From an optimization exercise on the open Yosys and OpenROAD flow, aimed at small area and a short achievable clock period; shortcuts taken in it are not production practice.
Only simulation tests tie the RTL to the original design; equivalence was not proved.
Power is estimated from default activity; no workload was simulated.

==> inputs of branch cedar <==
## multiplierTree
module multiplierTree (
    input clk,
    input rst,
    input en,
    input [31:0] a,
    input [31:0] b,
    output reg [63:0] c
);
==> flow/config.mk <==
export PLATFORM = sky130hd
export DESIGN_NAME = multiplierTree
export DESIGN_NICKNAME = multiplierTree
export VERILOG_FILES = /design/flow/design.v
export SDC_FILE = /design/flow/constraint.sdc
export NUM_CORES = 4
export LEC_CHECK = 0
export CAP_MARGIN = 20
export CORE_MARGIN = 2
export CORE_UTILIZATION = 40
export SETUP_SLACK_MARGIN = 2.0
export SLEW_MARGIN = 20
export SYNTH_HIERARCHICAL = 1
==> flow/constraint.sdc <==
create_clock -name core_clock -period 9.0 [get_ports {clk}]
set_input_delay 1.8000 -clock core_clock [delete_from_list [all_inputs] [get_ports {clk}]]
set_output_delay 1.8000 -clock core_clock [all_outputs]
set_load 0.01 [all_outputs]
standard.sh (not shown) runs the stock make flow with config.mk's settings and CLKGATE_MAP_FILE= SYNTH_SCRIPT=/design/flow/synth_recipe.tcl, a recipe that flattens the netlist after the stock synthesis.
==> flow/flow/run.sh <==
#!/bin/bash
# Standard synthesis and layout; before placement every cell is set to its
# smallest drive (flow/downsize.tcl) so that repair sizes up only what timing needs.
set -euo pipefail
here=$(pwd)
bash standard.sh synth > synth.log 2>&1
export POST_FLOORPLAN_TCL=$here/flow/downsize.tcl
bash standard.sh finish POST_FLOORPLAN_TCL=$here/flow/downsize.tcl > layout.log 2>&1
==> flow/flow/downsize.tcl <==
# Set every standard cell to the smallest drive of its function before
# placement; repair_design and repair_timing then size up what needs it.
set db [ord::get_db]
set smallest [dict create]
foreach lib [$db getLibs] {
  foreach m [$lib getMasters] {
    set n [$m getName]
    if {![regexp {^(sky130_fd_sc_hd__[a-z0-9]+)_([0-9]+)$} $n -> base drv]} { continue }
    if {[string match "*lpflow*" $n] || [string match "*probe*" $n]} { continue }
    set a [expr {[$m getWidth] * [$m getHeight]}]
    if {![dict exists $smallest $base]} {
      dict set smallest $base [list $m $a $drv]
    } else {
      lassign [dict get $smallest $base] bm ba bd
      if {$a < $ba || ($a == $ba && $drv > $bd)} {
        dict set smallest $base [list $m $a $drv]
      }
    }
  }
}
set count 0
foreach inst [[ord::get_db_block] getInsts] {
  set m [$inst getMaster]
  set n [$m getName]
  if {![regexp {^(sky130_fd_sc_hd__[a-z0-9]+)_([0-9]+)$} $n -> base drv]} { continue }
  if {[string match "*df*" $base] || [string match "*clkbuf*" $base]} { continue }
  if {![dict exists $smallest $base]} { continue }
  set sm [lindex [dict get $smallest $base] 0]
  if {[$sm getName] ne $n} {
    $inst swapMaster $sm
    incr count
  }
}
puts "downsize: swapped $count instances"
==> branch garnet (differences from branch cedar) <==
==> flow/flow/run.sh (replaced) <==
#!/bin/bash
# Standard synthesis and layout, with two changes: before placement every
# cell is set to its smallest drive (flow/downsize.tcl) so that repair sizes
# up only what timing needs, and the port buffers are buf_1 cells.
set -euo pipefail
here=$(pwd)
bash standard.sh synth > synth.log 2>&1
export POST_FLOORPLAN_TCL=$here/flow/downsize.tcl
export BUFFER_PORTS_ARGS="-buffer_cell sky130_fd_sc_hd__buf_1"
bash standard.sh finish "POST_FLOORPLAN_TCL=$POST_FLOORPLAN_TCL" "BUFFER_PORTS_ARGS=$BUFFER_PORTS_ARGS" > layout.log 2>&1
- CORE_UTILIZATION: 40 -> 60
- CTS_BUF_LIST: not set -> sky130_fd_sc_hd__clkbuf_8
- SETUP_SLACK_MARGIN: 2.0 -> 2.3
==> comparison table <==
| item | branch cedar | branch garnet |
|---|---|---|
| Status | timing/DRC/antenna clean | timing/DRC/antenna clean |
| Setup repair after global routing missed its margin | no | yes |
| Final non-filler cell area | 28,200 µm² | 27,200 µm² |
| Sequential Power | 817 µW | 798 µW |
| Part of the cycle the worst path needs | 75.0% | 72.5% |
| Count of vias placed by the detailed router | 21,692 | 22,195 |
| CTS root buffer | clkbuf_16 | clkbuf_8 |
| Fillcell total | 5,952 | 3,496 |
| Highest ir drop seen on vdd | 0.298 mV | 0.451 mV |
| GRT Resource Usage Total | 27.8% | 42.6% |
| Utilization after layout | 44.8% | 65.1% |
| Buffers inserted during post-CTS setup optimization | 0 | 6 |
| Hold EP | c[16] | c[38] |
| Lkg Pwr | 9.70 nW | 9.46 nW |

==> what the ideal ports hide <==
The flow's constraints put no driver on any port. The routed layouts listed below were extracted and timed again, unchanged, in two steps.
Step 1, drivers: a clkbuf_16 drives clk and a buf_2 each remaining input, both assumed.
Step 2, shift: input delay + t, output delay - t, t = (earliest + latest rising clock arrival at the registers) / 2. This alone moves slack from input paths to output paths.
Three values: ideal ports, drivers, drivers and shift; two values: the first two.
run	t, ns	slack for setup (ns)	worst hold slack (ns)	worst setup path after step 2
branch cedar	0.552	2.250 / 2.250 / 2.250	0.470 / 0.470 / 0.470	register to register
branch garnet	0.592	2.477 / 2.477 / 2.477	0.470 / 0.470 / 0.470	register to register
After both steps every run listed still meets setup and hold.
